Context: an optimization exercise on an open-source flow, tuned for small area, a short achievable clock period and few clock cycles per item. The choices shown serve that exercise and are no tape-out recipe. Only simulation tests tie the RTL to the original design; equivalence was not proved.

--- config.mk ---
export PLATFORM = sky130hd
export DESIGN_NAME = polinomio
export DESIGN_NICKNAME = polinomio
export VERILOG_FILES = /design/flow/design.v
export SDC_FILE = /design/flow/constraint.sdc
export NUM_CORES = 4
export LEC_CHECK = 0
export CAP_MARGIN = 20
export CORE_MARGIN = 2
export CORE_UTILIZATION = 75
export SETUP_SLACK_MARGIN = 2.8
export SLEW_MARGIN = 20
export SYNTH_HIERARCHICAL = 1
--- constraint.sdc ---
create_clock -name core_clock -period 9.0 [get_ports {clk}]
set_input_delay 1.8000 -clock core_clock [delete_from_list [all_inputs] [get_ports {clk}]]
set_output_delay 1.8000 -clock core_clock [all_outputs]
set_load 0.01 [all_outputs]
--- design.v ---
module mac16(m, x, kn, y);
    input [15:0] m;
    input [15:0] x;
    input [15:0] kn;
    output [15:0] y;
    wire p1 = ~(m[0] & x[0]);
    wire p2 = ~(m[0] & x[1]);
    wire p3 = ~(m[0] & x[2]);
    wire p4 = ~(m[0] & x[3]);
    wire p5 = ~(m[0] & x[4]);
    wire p6 = ~(m[0] & x[5]);
    wire p7 = ~(m[0] & x[6]);
    wire p8 = ~(m[0] & x[7]);
    wire p9 = ~(m[0] & x[8]);
    wire p10 = ~(m[0] & x[9]);
    wire p11 = ~(m[0] & x[10]);
    wire p12 = ~(m[0] & x[11]);
    wire p13 = ~(m[0] & x[12]);
    wire p14 = ~(m[0] & x[13]);
    wire p15 = ~(m[0] & x[14]);
    wire p16 = ~(m[0] & x[15]);
    wire p17 = ~(m[1] & x[0]);
    wire p18 = ~(m[1] & x[1]);
    wire p19 = ~(m[1] & x[2]);
    wire p20 = ~(m[1] & x[3]);
    wire p21 = ~(m[1] & x[4]);
    wire p22 = ~(m[1] & x[5]);
    wire p23 = ~(m[1] & x[6]);
    wire p24 = ~(m[1] & x[7]);
    wire p25 = ~(m[1] & x[8]);
    wire p26 = ~(m[1] & x[9]);
    wire p27 = ~(m[1] & x[10]);
    wire p28 = ~(m[1] & x[11]);
    wire p29 = ~(m[1] & x[12]);
    wire p30 = ~(m[1] & x[13]);
    wire p31 = ~(m[1] & x[14]);
    wire p32 = ~(m[2] & x[0]);
    wire p33 = ~(m[2] & x[1]);
    wire p34 = ~(m[2] & x[2]);
    wire p35 = ~(m[2] & x[3]);
    wire p36 = ~(m[2] & x[4]);
    wire p37 = ~(m[2] & x[5]);
    wire p38 = ~(m[2] & x[6]);
    wire p39 = ~(m[2] & x[7]);
    wire p40 = ~(m[2] & x[8]);
    wire p41 = ~(m[2] & x[9]);
    wire p42 = ~(m[2] & x[10]);
    wire p43 = ~(m[2] & x[11]);
    wire p44 = ~(m[2] & x[12]);
    wire p45 = ~(m[2] & x[13]);
    wire p46 = ~(m[3] & x[0]);
    wire p47 = ~(m[3] & x[1]);
    wire p48 = ~(m[3] & x[2]);
    wire p49 = ~(m[3] & x[3]);
    wire p50 = ~(m[3] & x[4]);
    wire p51 = ~(m[3] & x[5]);
    wire p52 = ~(m[3] & x[6]);
    wire p53 = ~(m[3] & x[7]);
    wire p54 = ~(m[3] & x[8]);
    wire p55 = ~(m[3] & x[9]);
    wire p56 = ~(m[3] & x[10]);
    wire p57 = ~(m[3] & x[11]);
    wire p58 = ~(m[3] & x[12]);
    wire p59 = ~(m[4] & x[0]);
    wire p60 = ~(m[4] & x[1]);
    wire p61 = ~(m[4] & x[2]);
    wire p62 = ~(m[4] & x[3]);
    wire p63 = ~(m[4] & x[4]);
    wire p64 = ~(m[4] & x[5]);
    wire p65 = ~(m[4] & x[6]);
    wire p66 = ~(m[4] & x[7]);
    wire p67 = ~(m[4] & x[8]);
    wire p68 = ~(m[4] & x[9]);
    wire p69 = ~(m[4] & x[10]);
    wire p70 = ~(m[4] & x[11]);
    wire p71 = ~(m[5] & x[0]);
    wire p72 = ~(m[5] & x[1]);
    wire p73 = ~(m[5] & x[2]);
    wire p74 = ~(m[5] & x[3]);
    wire p75 = ~(m[5] & x[4]);
    wire p76 = ~(m[5] & x[5]);
    wire p77 = ~(m[5] & x[6]);
    wire p78 = ~(m[5] & x[7]);
    wire p79 = ~(m[5] & x[8]);
    wire p80 = ~(m[5] & x[9]);
    wire p81 = ~(m[5] & x[10]);
    wire p82 = ~(m[6] & x[0]);
    wire p83 = ~(m[6] & x[1]);
    wire p84 = ~(m[6] & x[2]);
    wire p85 = ~(m[6] & x[3]);
    wire p86 = ~(m[6] & x[4]);
    wire p87 = ~(m[6] & x[5]);
    wire p88 = ~(m[6] & x[6]);
    wire p89 = ~(m[6] & x[7]);
    wire p90 = ~(m[6] & x[8]);
    wire p91 = ~(m[6] & x[9]);
    wire p92 = ~(m[7] & x[0]);
    wire p93 = ~(m[7] & x[1]);
    wire p94 = ~(m[7] & x[2]);
    wire p95 = ~(m[7] & x[3]);
    wire p96 = ~(m[7] & x[4]);
    wire p97 = ~(m[7] & x[5]);
    wire p98 = ~(m[7] & x[6]);
    wire p99 = ~(m[7] & x[7]);
    wire p100 = ~(m[7] & x[8]);
    wire p101 = ~(m[8] & x[0]);
    wire p102 = ~(m[8] & x[1]);
    wire p103 = ~(m[8] & x[2]);
    wire p104 = ~(m[8] & x[3]);
    wire p105 = ~(m[8] & x[4]);
    wire p106 = ~(m[8] & x[5]);
    wire p107 = ~(m[8] & x[6]);
    wire p108 = ~(m[8] & x[7]);
    wire p109 = ~(m[9] & x[0]);
    wire p110 = ~(m[9] & x[1]);
    wire p111 = ~(m[9] & x[2]);
    wire p112 = ~(m[9] & x[3]);
    wire p113 = ~(m[9] & x[4]);
    wire p114 = ~(m[9] & x[5]);
    wire p115 = ~(m[9] & x[6]);
    wire p116 = ~(m[10] & x[0]);
    wire p117 = ~(m[10] & x[1]);
    wire p118 = ~(m[10] & x[2]);
    wire p119 = ~(m[10] & x[3]);
    wire p120 = ~(m[10] & x[4]);
    wire p121 = ~(m[10] & x[5]);
    wire p122 = ~(m[11] & x[0]);
    wire p123 = ~(m[11] & x[1]);
    wire p124 = ~(m[11] & x[2]);
    wire p125 = ~(m[11] & x[3]);
    wire p126 = ~(m[11] & x[4]);
    wire p127 = ~(m[12] & x[0]);
    wire p128 = ~(m[12] & x[1]);
    wire p129 = ~(m[12] & x[2]);
    wire p130 = ~(m[12] & x[3]);
    wire p131 = ~(m[13] & x[0]);
    wire p132 = ~(m[13] & x[1]);
    wire p133 = ~(m[13] & x[2]);
    wire p134 = ~(m[14] & x[0]);
    wire p135 = ~(m[14] & x[1]);
    wire p136 = ~(m[15] & x[0]);
    wire s137, c138;
    xnor_cell h138(kn[1], p17, s137);
    or_cell o138(kn[1], p17, c138);
    wire s139, c140;
    fa_cell f140(kn[2], p18, p3, s139, c140);
    wire s141, c142;
    xnor_cell h142(p32, c138, s141);
    or_cell o142(p32, c138, c142);
    wire s143, c144;
    fa_cell f144(kn[3], p19, p33, s143, c144);
    wire s145, c146;
    fa_cell f146(p4, p46, c140, s145, c146);
    wire s147, c148;
    xnor_cell h148(s143, c142, s147);
    or_cell o148(s143, c142, c148);
    wire s149, c150;
    fa_cell f150(kn[4], p20, p34, s149, c150);
    wire s151, c152;
    fa_cell f152(p47, p5, p59, s151, c152);
    wire s153, c154;
    fa_cell f154(c144, s149, s151, s153, c154);
    wire s155, c156;
    xnor_cell h156(c146, c148, s155);
    or_cell o156(c146, c148, c156);
    wire s157, c158;
    fa_cell f158(kn[5], p21, p35, s157, c158);
    wire s159, c160;
    fa_cell f160(p48, p6, p60, s159, c160);
    wire s161, c162;
    fa_cell f162(p71, c150, c152, s161, c162);
    wire s163, c164;
    fa_cell f164(s157, s159, c154, s163, c164);
    wire s165, c166;
    xnor_cell h166(s161, c156, s165);
    or_cell o166(s161, c156, c166);
    wire s167, c168;
    fa_cell f168(kn[6], p22, p36, s167, c168);
    wire s169, c170;
    fa_cell f170(p49, p61, p7, s169, c170);
    wire s171, c172;
    fa_cell f172(p72, p82, c158, s171, c172);
    wire s173, c174;
    fa_cell f174(c160, s167, s169, s173, c174);
    wire s175, c176;
    fa_cell f176(c162, s171, s173, s175, c176);
    wire s177, c178;
    xnor_cell h178(c164, c166, s177);
    or_cell o178(c164, c166, c178);
    wire s179, c180;
    fa_cell f180(kn[7], p23, p37, s179, c180);
    wire s181, c182;
    fa_cell f182(p50, p62, p73, s181, c182);
    wire s183, c184;
    fa_cell f184(p8, p83, p92, s183, c184);
    wire s185, c186;
    fa_cell f186(c168, c170, s179, s185, c186);
    wire s187, c188;
    fa_cell f188(s181, s183, c172, s187, c188);
    wire s189, c190;
    fa_cell f190(c174, s185, s187, s189, c190);
    wire s191, c192;
    xnor_cell h192(c176, c178, s191);
    or_cell o192(c176, c178, c192);
    wire s193, c194;
    fa_cell f194(kn[8], p101, p24, s193, c194);
    wire s195, c196;
    fa_cell f196(p38, p51, p63, s195, c196);
    wire s197, c198;
    fa_cell f198(p74, p84, p9, s197, c198);
    wire s199, c200;
    fa_cell f200(p93, c180, c182, s199, c200);
    wire s201, c202;
    fa_cell f202(c184, s193, s195, s201, c202);
    wire s203, c204;
    fa_cell f204(s197, c186, s199, s203, c204);
    wire s205, c206;
    fa_cell f206(s201, c188, s203, s205, c206);
    wire s207, c208;
    xnor_cell h208(c190, s205, s207);
    or_cell o208(c190, s205, c208);
    wire s209, c210;
    fa_cell f210(kn[9], p10, p102, s209, c210);
    wire s211, c212;
    fa_cell f212(p109, p25, p39, s211, c212);
    wire s213, c214;
    fa_cell f214(p52, p64, p75, s213, c214);
    wire s215, c216;
    fa_cell f216(p85, p94, c194, s215, c216);
    wire s217, c218;
    fa_cell f218(c196, c198, s209, s217, c218);
    wire s219, c220;
    fa_cell f220(s211, s213, c200, s219, c220);
    wire s221, c222;
    fa_cell f222(c202, s215, s217, s221, c222);
    wire s223, c224;
    fa_cell f224(c204, s219, s221, s223, c224);
    wire s225, c226;
    xnor_cell h226(c206, s223, s225);
    or_cell o226(c206, s223, c226);
    wire s227, c228;
    fa_cell f228(kn[10], p103, p11, s227, c228);
    wire s229, c230;
    fa_cell f230(p110, p116, p26, s229, c230);
    wire s231, c232;
    fa_cell f232(p40, p53, p65, s231, c232);
    wire s233, c234;
    fa_cell f234(p76, p86, p95, s233, c234);
    wire s235, c236;
    fa_cell f236(c210, c212, c214, s235, c236);
    wire s237, c238;
    fa_cell f238(s227, s229, s231, s237, c238);
    wire s239, c240;
    fa_cell f240(s233, c216, c218, s239, c240);
    wire s241, c242;
    fa_cell f242(s235, s237, c220, s241, c242);
    wire s243, c244;
    fa_cell f244(c222, s239, s241, s243, c244);
    wire s245, c246;
    xnor_cell h246(c224, s243, s245);
    or_cell o246(c224, s243, c246);
    wire s247, c248;
    fa_cell f248(kn[11], p104, p111, s247, c248);
    wire s249, c250;
    fa_cell f250(p117, p12, p122, s249, c250);
    wire s251, c252;
    fa_cell f252(p27, p41, p54, s251, c252);
    wire s253, c254;
    fa_cell f254(p66, p77, p87, s253, c254);
    wire s255, c256;
    fa_cell f256(p96, c228, c230, s255, c256);
    wire s257, c258;
    fa_cell f258(c232, c234, s247, s257, c258);
    wire s259, c260;
    fa_cell f260(s249, s251, s253, s259, c260);
    wire s261, c262;
    fa_cell f262(c236, c238, s255, s261, c262);
    wire s263, c264;
    fa_cell f264(s257, s259, c240, s263, c264);
    wire s265, c266;
    fa_cell f266(s261, c242, s263, s265, c266);
    wire s267, c268;
    xnor_cell h268(c244, s265, s267);
    or_cell o268(c244, s265, c268);
    wire s269, c270;
    fa_cell f270(kn[12], p105, p112, s269, c270);
    wire s271, c272;
    fa_cell f272(p118, p123, p127, s271, c272);
    wire s273, c274;
    fa_cell f274(p13, p28, p42, s273, c274);
    wire s275, c276;
    fa_cell f276(p55, p67, p78, s275, c276);
    wire s277, c278;
    fa_cell f278(p88, p97, c248, s277, c278);
    wire s279, c280;
    fa_cell f280(c250, c252, c254, s279, c280);
    wire s281, c282;
    fa_cell f282(s269, s271, s273, s281, c282);
    wire s283, c284;
    fa_cell f284(s275, c256, c258, s283, c284);
    wire s285, c286;
    fa_cell f286(c260, s277, s279, s285, c286);
    wire s287, c288;
    fa_cell f288(s281, c262, s283, s287, c288);
    wire s289, c290;
    fa_cell f290(s285, c264, s287, s289, c290);
    wire s291, c292;
    xnor_cell h292(c266, s289, s291);
    or_cell o292(c266, s289, c292);
    wire s293, c294;
    fa_cell f294(kn[13], p106, p113, s293, c294);
    wire s295, c296;
    fa_cell f296(p119, p124, p128, s295, c296);
    wire s297, c298;
    fa_cell f298(p131, p14, p29, s297, c298);
    wire s299, c300;
    fa_cell f300(p43, p56, p68, s299, c300);
    wire s301, c302;
    fa_cell f302(p79, p89, p98, s301, c302);
    wire s303, c304;
    fa_cell f304(c270, c272, c274, s303, c304);
    wire s305, c306;
    fa_cell f306(c276, s293, s295, s305, c306);
    wire s307, c308;
    fa_cell f308(s297, s299, s301, s307, c308);
    wire s309, c310;
    fa_cell f310(c278, c280, c282, s309, c310);
    wire s311, c312;
    fa_cell f312(s303, s305, s307, s311, c312);
    wire s313, c314;
    fa_cell f314(c284, c286, s309, s313, c314);
    wire s315, c316;
    fa_cell f316(s311, c288, s313, s315, c316);
    wire s317, c318;
    xnor_cell h318(c290, s315, s317);
    or_cell o318(c290, s315, c318);
    wire s319, c320;
    fa_cell f320(kn[14], p107, p114, s319, c320);
    wire s321, c322;
    fa_cell f322(p120, p125, p129, s321, c322);
    wire s323, c324;
    fa_cell f324(p132, p134, p15, s323, c324);
    wire s325, c326;
    fa_cell f326(p30, p44, p57, s325, c326);
    wire s327, c328;
    fa_cell f328(p69, p80, p90, s327, c328);
    wire s329, c330;
    fa_cell f330(p99, c294, c296, s329, c330);
    wire s331, c332;
    fa_cell f332(c298, c300, c302, s331, c332);
    wire s333, c334;
    fa_cell f334(s319, s321, s323, s333, c334);
    wire s335, c336;
    fa_cell f336(s325, s327, c304, s335, c336);
    wire s337, c338;
    fa_cell f338(c306, c308, s329, s337, c338);
    wire s339, c340;
    fa_cell f340(s331, s333, c310, s339, c340);
    wire s341, c342;
    fa_cell f342(s335, c312, s337, s341, c342);
    wire s343, c344;
    fa_cell f344(c314, s339, s341, s343, c344);
    wire s345, c346;
    xnor_cell h346(c316, s343, s345);
    or_cell o346(c316, s343, c346);
    wire s347, c348;
    fa_cell f348(kn[15], p100, p108, s347, c348);
    wire s349, c350;
    fa_cell f350(p115, p121, p126, s349, c350);
    wire s351, c352;
    fa_cell f352(p130, p133, p135, s351, c352);
    wire s353, c354;
    fa_cell f354(p136, p16, p31, s353, c354);
    wire s355, c356;
    fa_cell f356(p45, p58, p70, s355, c356);
    wire s357, c358;
    fa_cell f358(p81, p91, c320, s357, c358);
    wire s359, c360;
    fa_cell f360(c322, c324, c326, s359, c360);
    wire s361, c362;
    fa_cell f362(c328, s347, s349, s361, c362);
    wire s363, c364;
    fa_cell f364(s351, s353, s355, s363, c364);
    wire s365, c366;
    fa_cell f366(c330, c332, c334, s365, c366);
    wire s367, c368;
    fa_cell f368(s357, s359, s361, s367, c368);
    wire s369, c370;
    fa_cell f370(s363, c336, c338, s369, c370);
    wire s371, c372;
    fa_cell f372(s365, s367, c340, s371, c372);
    wire s373, c374;
    fa_cell f374(c342, s369, s371, s373, c374);
    wire s375, c376;
    xnor_cell h376(c344, c346, s375);
    wire [15:0] r0n = {s373, c318, c292, c268, c246, c226, c208, c192, s189, s175, s163, s153, s147, s139, p2, kn[0]};
    wire [15:0] r1n = {s375, s345, s317, s291, s267, s245, s225, s207, s191, s177, s165, s155, s145, s141, s137, p1};
    wire [15:0] r0 = ~r0n;
    wire [15:0] r1 = ~r1n;
    wire [15:0] g0, p0;
    nor_cell gn0(r0n[0], r1n[0], g0[0]);
    xor_cell pn0(r0n[0], r1n[0], p0[0]);
    nor_cell gn1(r0n[1], r1n[1], g0[1]);
    xor_cell pn1(r0n[1], r1n[1], p0[1]);
    nor_cell gn2(r0n[2], r1n[2], g0[2]);
    xor_cell pn2(r0n[2], r1n[2], p0[2]);
    nor_cell gn3(r0n[3], r1n[3], g0[3]);
    xor_cell pn3(r0n[3], r1n[3], p0[3]);
    nor_cell gn4(r0n[4], r1n[4], g0[4]);
    xor_cell pn4(r0n[4], r1n[4], p0[4]);
    nor_cell gn5(r0n[5], r1n[5], g0[5]);
    xor_cell pn5(r0n[5], r1n[5], p0[5]);
    nor_cell gn6(r0n[6], r1n[6], g0[6]);
    xor_cell pn6(r0n[6], r1n[6], p0[6]);
    nor_cell gn7(r0n[7], r1n[7], g0[7]);
    xor_cell pn7(r0n[7], r1n[7], p0[7]);
    nor_cell gn8(r0n[8], r1n[8], g0[8]);
    xor_cell pn8(r0n[8], r1n[8], p0[8]);
    nor_cell gn9(r0n[9], r1n[9], g0[9]);
    xor_cell pn9(r0n[9], r1n[9], p0[9]);
    nor_cell gn10(r0n[10], r1n[10], g0[10]);
    xor_cell pn10(r0n[10], r1n[10], p0[10]);
    nor_cell gn11(r0n[11], r1n[11], g0[11]);
    xor_cell pn11(r0n[11], r1n[11], p0[11]);
    nor_cell gn12(r0n[12], r1n[12], g0[12]);
    xor_cell pn12(r0n[12], r1n[12], p0[12]);
    nor_cell gn13(r0n[13], r1n[13], g0[13]);
    xor_cell pn13(r0n[13], r1n[13], p0[13]);
    nor_cell gn14(r0n[14], r1n[14], g0[14]);
    xor_cell pn14(r0n[14], r1n[14], p0[14]);
    nor_cell gn15(r0n[15], r1n[15], g0[15]);
    xor_cell pn15(r0n[15], r1n[15], p0[15]);
    wire g377 = g0[1] | (p0[1] & g0[0]);
    wire q378 = p0[1] & p0[0];
    wire g379 = g0[3] | (p0[3] & g0[2]);
    wire q380 = p0[3] & p0[2];
    wire g381 = g0[5] | (p0[5] & g0[4]);
    wire q382 = p0[5] & p0[4];
    wire g383 = g0[7] | (p0[7] & g0[6]);
    wire q384 = p0[7] & p0[6];
    wire g385 = g0[9] | (p0[9] & g0[8]);
    wire q386 = p0[9] & p0[8];
    wire g387 = g0[11] | (p0[11] & g0[10]);
    wire q388 = p0[11] & p0[10];
    wire g389 = g0[13] | (p0[13] & g0[12]);
    wire q390 = p0[13] & p0[12];
    wire g391 = g0[15] | (p0[15] & g0[14]);
    wire q392 = p0[15] & p0[14];
    wire g393 = g0[2] | (p0[2] & g377);
    wire q394 = p0[2] & q378;
    wire g395 = g379 | (q380 & g377);
    wire q396 = q380 & q378;
    wire g397 = g0[6] | (p0[6] & g381);
    wire q398 = p0[6] & q382;
    wire g399 = g383 | (q384 & g381);
    wire q400 = q384 & q382;
    wire g401 = g0[10] | (p0[10] & g385);
    wire q402 = p0[10] & q386;
    wire g403 = g387 | (q388 & g385);
    wire q404 = q388 & q386;
    wire g405 = g0[14] | (p0[14] & g389);
    wire q406 = p0[14] & q390;
    wire g407 = g391 | (q392 & g389);
    wire q408 = q392 & q390;
    wire g409 = g0[4] | (p0[4] & g395);
    wire q410 = p0[4] & q396;
    wire g411 = g381 | (q382 & g395);
    wire q412 = q382 & q396;
    wire g413 = g397 | (q398 & g395);
    wire q414 = q398 & q396;
    wire g415 = g399 | (q400 & g395);
    wire q416 = q400 & q396;
    wire g417 = g0[12] | (p0[12] & g403);
    wire q418 = p0[12] & q404;
    wire g419 = g389 | (q390 & g403);
    wire q420 = q390 & q404;
    wire g421 = g405 | (q406 & g403);
    wire q422 = q406 & q404;
    wire g423 = g407 | (q408 & g403);
    wire q424 = q408 & q404;
    wire g425 = g0[8] | (p0[8] & g415);
    wire q426 = p0[8] & q416;
    wire g427 = g385 | (q386 & g415);
    wire q428 = q386 & q416;
    wire g429 = g401 | (q402 & g415);
    wire q430 = q402 & q416;
    wire g431 = g403 | (q404 & g415);
    wire q432 = q404 & q416;
    wire g433 = g417 | (q418 & g415);
    wire q434 = q418 & q416;
    wire g435 = g419 | (q420 & g415);
    wire q436 = q420 & q416;
    wire g437 = g421 | (q422 & g415);
    wire q438 = q422 & q416;
    wire g439 = g423 | (q424 & g415);
    wire q440 = q424 & q416;
    assign y[0] = p0[0];
    assign y[1] = p0[1] ^ g0[0];
    assign y[2] = p0[2] ^ g377;
    assign y[3] = p0[3] ^ g393;
    assign y[4] = p0[4] ^ g395;
    assign y[5] = p0[5] ^ g409;
    assign y[6] = p0[6] ^ g411;
    assign y[7] = p0[7] ^ g413;
    assign y[8] = p0[8] ^ g415;
    assign y[9] = p0[9] ^ g425;
    assign y[10] = p0[10] ^ g427;
    assign y[11] = p0[11] ^ g429;
    assign y[12] = p0[12] ^ g431;
    assign y[13] = p0[13] ^ g433;
    assign y[14] = p0[14] ^ g435;
    assign y[15] = p0[15] ^ g437;
endmodule
module fa_cell(a, b, c, s, co);
    input a, b, c;
    output s, co;
    assign s = a ^ b ^ c;
    assign co = (a & b) | (a & c) | (b & c);
endmodule
module ha_cell(a, b, s, co);
    input a, b;
    output s, co;
    assign s = a ^ b;
    assign co = a & b;
endmodule
module xnor_cell(a, b, s);
    input a, b;
    output s;
    assign s = ~(a ^ b);
endmodule
module or_cell(a, b, co);
    input a, b;
    output co;
    assign co = a | b;
endmodule
module nor_cell(a, b, y);
    input a, b;
    output y;
    assign y = ~(a | b);
endmodule
module xor_cell(a, b, y);
    input a, b;
    output y;
    assign y = a ^ b;
endmodule
module polinomio(clk, inicio, reset, a, b, c, x, saida, pronto, livre);
    input clk;
    input inicio;
    input reset;
    input [15:0] a;
    input [15:0] b;
    input [15:0] c;
    input [15:0] x;
    output [15:0] saida;
    output pronto;
    output livre;
    reg [15:0] acc;
    reg livre_r;    
    reg pronto_r;
    wire [15:0] m = livre_r ? a : acc;
    wire [15:0] kn = livre_r ? ~b : ~c;    
    wire [15:0] y;
    mac16 u0(m, x, kn, y);
    always @(posedge clk) begin
        acc <= y;
        if (reset) begin
            livre_r <= 1'b1;
            pronto_r <= 1'b0;
        end else begin
            livre_r <= ~(livre_r & inicio);
            pronto_r <= ~livre_r;
        end
    end
    assign saida = acc;
    assign pronto = pronto_r;
    assign livre = livre_r;
endmodule
--- flow/run.sh ---
#!/bin/bash
# Standard ORFS layout, except that the port buffers are sky130_fd_sc_hd__buf_1.
set -o pipefail
cp standard.sh standard.sh.txt
export BUFFER_PORTS_ARGS="-buffer_cell sky130_fd_sc_hd__buf_1"
bash standard.sh > standard.log 2>&1
--- standard.sh ---
#!/bin/bash
# synth_recipe.tcl (not shown) runs the flow's synth.tcl, then flattens the netlist and writes it again
# the make line also repeats each setting of config.mk as NAME=value (left out here)
make -C /OpenROAD-flow-scripts/flow DESIGN_CONFIG=/design/flow/config.mk WORK_HOME=/design/flow/orfs CLKGATE_MAP_FILE= SYNTH_SCRIPT=/design/flow/synth_recipe.tcl "${@:-finish}"
==> results of run 1 <==
-- state kept, by name (all words and copies together) (netlist names) --
| name | flops |
|---|---|
| livre_r | 1 |
| pronto_r | 1 |
| acc | 16 |
-- layout make-up --
type / instances / area share (%)
clock buffers: 4 / 1.18
repair buffers: 85 / 7.11
multi-input cells: 389 / 82.0
flip-flops and latches: 18 / 7.75
well taps: 72 / 1.93
-- kinds of logic after synthesis --
family	share of synthesized area, %
AND/OR/NAND/NOR	17.8
adder cells (fa/ha/maj)	49.9
flip-flops	8.35
buffers and inverters	3.16
XOR/XNOR	8.32
multiplexers	8.93
AO/OA/AOI/OAI	3.54
-- stage by stage --
step	hold WS, ns	worst slack, ns	instance area (um^2)	cells
after floorplan	0.756	2.89	4320	432
after global placement	0.624	2.80	4590	564
after detailed placement	0.640	2.60	4590	564
after CTS	0.660	2.87	4650	568
after global routing	0.679	2.82	4660	568
final	0.650	3.00	4660	568
-- critical path, stage by stage --
cell,delay [ns]
buf_1,0.07
mux2_2,0.39
nand2_1,0.13
fa_1,0.50
fa_1,0.42
fa_1,0.39
fa_1,0.50
fa_1,0.44
xnor2_1,0.27
xor2_1,0.19
and4_2,0.29
a221oi_2,0.24
o21ai_2,0.16
o31ai_2,0.26
xnor2_1,0.15
-- Yosys cell counts, drive strengths merged (2+ instances only) --
master  number  area, um^2
nand2b       2        12.5
a21oi        5        28.8
nand2      140         526
xnor2       23         201
a31oi        2        12.5
a21o         3        22.5
ha           4        50.1
mux2        16         225
xor2        18         158
fa         105        2100
mux2i       16         160
nor2        23        86.3
dfxtp       18         360
o211ai       2        20.0
buf          5        61.3
o21ai        3        18.8
or2         16         100
nand3        3        15.0
clkbuf      20        75.1
a221oi       2        30.0
-- worst paths after layout --
check | start | end
setup / recovery | a[0] | acc[14]
hold reg to reg | livre_r | livre_r
hold / removal | livre_r | livre_r
setup reg to reg | livre_r | acc[14]
-- repair_timing --
action | CTS | global route
hold buffers | 0 | 0
resized for setup | 0 | 9
endpoints found under the setup margin | 0 | 4
-- modules after synthesis (local to each module, per instance), a selection --
| module | area, um^2 | flops+latches | times used |
|---|---|---|---|
| xnor_cell | 8.76 | 0 | 15 |
| polinomio | 811 | 18 | 1 |
| mac16 | 987 | 0 | 1 |
| fa_cell | 20.0 | 0 | 105 |
| xor_cell | 8.76 | 0 | 16 |
| nor_cell | 3.75 | 0 | 15 |
-- routing by layer --
layer	up-vias	part of all wire [%]	routed length, um	global-route usage, %
met3	52	9.7	1080	5.88
met5	-	0	0	0
met2	273	51	5620	65.7
met1	1721	35	3850	48.7
met4	0	5.2	576	21.2
li1	1464	-	-	-
-- placed cells by master, fill, tap and decap left out, types with 2 or more instances in the layout --
cell type  instances
a21o_1             3
a21oi_1            4
a221oi_2           2
a31oi_1            2
buf_1             77
clkbuf_2           7
clkbuf_8           4
dfxtp_1           17
fa_1             105
ha_1               4
mux2_2             2
mux2_4            14
mux2i_1           16
nand2_1          140
nand2b_1           2
nand3_1            3
nor2_1            23
o21ai_0            2
or2_1             14
or2_2              2
xnor2_1           23
xor2_1            18
==> flow_summary.toml, run 1 <==
[placement]
port_buffers = 84
gp_congestion = 0.911
dp.final_hpwl_mm = 8.80

[setup_path]
r2r_slack_ns = 3.43
critPathMaxFanout = 16
worst_r2r_path_depth = 15
critPathCaptureType = "flop"
crit_arrival_ns = 6.21
required_ns = 9.21
path_class = "in2reg"
cp-start-kind = "input port"

[logic_synthesis]
ys_seq_area_share_pct = 8.35
synth_fp_nets = 608
synth_edf_count = 0
syn_area_per_cell_um2 = 9.99
synth_cell_types = 34
ys.flop_type = "dfxtp_1"
yosys_warnings = 7
syn_inst = 432
syn_area_mm2 = 0.00432
async_flop_share_pct = 0
synth-seq-cells = 18

[floorplan]
num_rows = 27
dieWidth_um = 79.9
die_area_mm2 = 0.00638
core_area_mm2 = 0.00554
io_pins = 85
die_h_um = 79.9
start_util_pct = 77.9

[timing]
drv_slew = 0
period_needed_ns = 6.00
hold_viol = 0
tns_ns = 0
slew_headroom_pct = 64.1
skew_ns = 0.00381
finalSetupViolations = 0
fin_crit_sh_pct = 66.7
max_freq_mhz = 167
rsz0062_at_grt = "no"
tightest_slew_ns = 0.539

[global_route]
grt_max_degree = 21
grt_pass1_vias = 3780
grt_pass1_wl_mm = 18.3
antenna_found_initial = 0
grt-ovfl-total = 0
grt.total_usage_pct = 39.0

[cells_and_area]
drive_above_1_share_pct = 7.66
filler_cell_count = 315
multiInputGateArea_mm2 = 0.00383
seq_area_um2 = 362
fin_util_pct = 84.2
layout.nets = 673
antennaDiodeCount = 0
synthToLayoutAreaGrowth_pct = 8.09

[detailed_routing]
drtAntennaViolNets = 0
routed_wl_mm = 11.1
routedWlPerCell_um = 19.6
drt_iter0_markers = 327
drcViolationCount = 0
vias = 3510
viasPerCell = 6.18
drt_pass1_iterations = 6

[clock_tree]
cts-htree-levels = 1
clockRootBuffer = "clkbuf_8"
cts_num_sinks = 18
clkSlewWorstSetupHoldPaths_ns = 0.09
post-cts-setup-buffers = 0
numCtsBuffers = 3
worstSkewPairLatency_ns = 0.27
cts_tree = "done"
clock_path_buffers = 2

[min_path]
hp-class = "reg2reg"
whs_path_depth = 1

[job]
maxCapViolCount = 0

[status]
status = "no timing/DRC/antenna violations"
Testbench counts, summed over its fixed seeds: cycles 6,400, items 3,200.
==> run 2: changes to the inputs <==
--- a/config.mk
+++ b/config.mk
@@ -9,3 +9,3 @@
 export CORE_MARGIN = 2
-export CORE_UTILIZATION = 75
+export CORE_UTILIZATION = 40
 export SETUP_SLACK_MARGIN = 2.8
==> run 2 against run 1 <==
Net effect: clock skew decreased by 0.0011 ns; sequential share of layout area is 0.11 points lower; synthesized cell count stayed put; setup slack better by 0.053 ns; final cell count increased by 11%; maximum frequency is 0.89% higher; global-route usage fell by 18 points; routed wire length up 1.9%; count of clock-buffer cells in the layout shrank 1; largest cell class unchanged; highest routed layer unchanged.
==> flow_summary.toml, run 2 <==
[placement]
dpl_cell_area_mm2 = 0.00467
placed_cells = 628
pre_cts_ws_ns = 2.58
dp.final_hpwl_mm = 9.26
gp_congestion = 0.912
port_buffers = 84

[logic_synthesis]
synth-simple-area-share_pct = 17.8
synth_top_area_share_pct = 48.7
yosysMostFrequentCell = "nand2_1"
synth_area_leaders = "fa_1, nand2_1, dfxtp_1, xnor2_1, mux2_4"
synth_edf_count = 0
syn_inst = 432
yosys.area.top_type = "fa_1"
synth_fa_ha_area_share_pct = 49.9
synthTopCellsByCount = "nand2_1, fa_1, nor2_1, xnor2_1, clkbuf_1"
synth-compound-area-share_pct = 3.54
synth_top_family_by_area = "adder cells"
synth_cell_types = 34
ys.flop_type = "dfxtp_1"
ys_seq_area_share_pct = 8.35
synth_fp_nets = 608
synth-seq-cells = 18
syn_area_mm2 = 0.00432
synth_xor_xnor_area_share_pct = 8.32
syn_area_per_cell_um2 = 9.99
yosys_warnings = 7
async_flop_share_pct = 0
yosys-mux-area-fraction_pct = 8.93

[clock_tree]
clock_path_buffers = 2
cts-htree-levels = 1
clkSlewWorstSetupHoldPaths_ns = 0.08
numCtsBuffers = 3
worstSkewPairLatency_ns = 0.26
clockRootBuffer = "clkbuf_8"
postCtsHoldBufs = 0
cts_tree = "done"
cts_num_sinks = 18

[timing]
skew_ns = 0.00269
slew_headroom_pct = 64.2
tightest_slew_ns = 0.536
rsz0062_at_grt = "no"
tns_ns = 0
finalSetupViolations = 0
hold-worst-slack_ns = 0.632
postLayoutSetupSlackWorst_ns = 3.05
period_needed_ns = 5.95
hold_viol = 0
max_freq_mhz = 168
drv_slew = 0
fin_crit_sh_pct = 66.1

[detailed_routing]
routedWlPerCell_um = 18.0
drt_pass1_iterations = 4
drcViolationCount = 0
vias = 3259
viasPerCell = 5.16
drtAntennaViolNets = 0
routed_wl_mm = 11.3
drt_iter0_markers = 140

[setup_path]
required_ns = 9.19
cp-start-kind = "input port"
path_class = "in2reg"
critPathMaxFanout = 9
critPathCaptureType = "flop"
crit_arrival_ns = 6.14

[global_route]
grt-ovfl-total = 0
grt.total_usage_pct = 21.1
grt_max_degree = 23
grt_pass1_wl_mm = 18.6
antenna_found_initial = 0
grt_pass1_vias = 3617

[cells_and_area]
antennaDiodeCount = 0
seq_area_um2 = 362
top_regs = "acc x16, livre_r x1, pronto_r x1"
layout.nets = 673
drive_above_1_share_pct = 7.47
final_common_cell = "nand2_1"
synthToLayoutAreaGrowth_pct = 9.71
filler_cell_count = 1038
fin_util_pct = 45.5
design_area_mm2 = 0.00473
largest-register = "acc"
layout_common_cells = "nand2_1, fa_1, buf_1"
multiInputGateArea_mm2 = 0.00383
largest_reg_flops = 16
final-instance-count-excl-fill = 631

[floorplan]
die_h_um = 108
dieWidth_um = 108
num_rows = 37
start_util_pct = 41.4
die_area_mm2 = 0.0116
core_area_mm2 = 0.0104
io_pins = 85

[job]
maxCapViolCount = 0

[status]
status = "no timing/DRC/antenna violations"

[min_path]
hp-class = "reg2reg"
run 2: metal layers:
metal | GRT usage, % | share of wire, % | wire length (um) | vias to the layer above
met3 | 2.54 | 7.1 | 801 | 12
li1 | - | - | - | 1463
met4 | 3.11 | 1.1 | 119 | 0
met2 | 35.9 | 50 | 5700 | 142
met1 | 29.5 | 42 | 4720 | 1642
met5 | 0 | 0 | 0 | -
run 2: cell type report:
cell class / instances / area share (%)
multi-input cells: 389 / 80.9
flip-flops and latches: 18 / 7.64
repair buffers: 85 / 7.00
well taps: 136 / 3.59
clock buffers: 3 / 0.872
run 2: worst paths after layout:
path	startpoint	end	slack [ns]	cells past startpoint
setup / recovery	x[7]	acc[15]	3.05	14
hold / removal	livre_r	livre_r	0.63	1
setup reg to reg	livre_r	acc[15]	3.56	15
hold reg to reg	livre_r	livre_r	0.63	1
run 2: logic make-up after synthesis:
kind of cell	after synthesis
AND/OR/NAND/NOR	188
flip-flops	18
AO/OA/AOI/OAI	19
XOR/XNOR	41
adder cells (fa/ha/maj)	109
multiplexers	32
buffers and inverters	25
run 2: what timing repair did:
item,in CTS,in global routing
endpoints found under the setup margin,0,3
gates resized for setup,0,10
setup buffers,0,0
run 2: worst max-delay path, cell delays in order:
cell	delay, ns
buf_1	0.41
nand2_1	0.18
fa_1	0.43
fa_1	0.41
fa_1	0.42
fa_1	0.51
fa_1	0.44
xnor2_1	0.30
xor2_1	0.19
and4_2	0.27
a221oi_2	0.23
o21ai_2	0.15
a221oi_2	0.27
xnor2_1	0.14
run 2: Yosys stat by module (local to each module, per instance), a selection:
module / flip-flops and latches / area (um^2) / cells inside / copies in the design
polinomio: 18 / 811 / 56 / 1
or_cell: 0 / 6.26 / 1 / 14
nor_cell: 0 / 3.75 / 1 / 15
xnor_cell: 0 / 8.76 / 1 / 15
mac16: 0 / 987 / 211 / 1
fa_cell: 0 / 20.0 / 1 / 105

## port drivers added, routing unchanged
No port has a modelled driver above. Below, the same layouts with a new extraction and two added sets of constraints. Step 1: set_driving_cell puts a clkbuf_16 on clk and a buf_2 on each other input, an assumption about the parent block. Step 2 moves the port delays by t, midway between the first and last clock arrival at a register: inputs arrive t later, outputs are due t later. That takes back most of the time a late clock gives input paths. a / b / c = ideal ports / drivers / drivers and shift; a / b = the first two.
run | t, ns | slack for setup (ns) | worst data-port slew with drivers (ns)
run 1 | 0.299 | 2.999 / 3.005 / 2.706 | 0.04
run 2 | 0.287 | 3.051 / 3.055 / 2.768 | 0.04
After both steps every run listed still meets setup and hold. The setup slack of run 1, which loses most, moves by +0.006 ns with the drivers and by -0.293 ns with both steps.
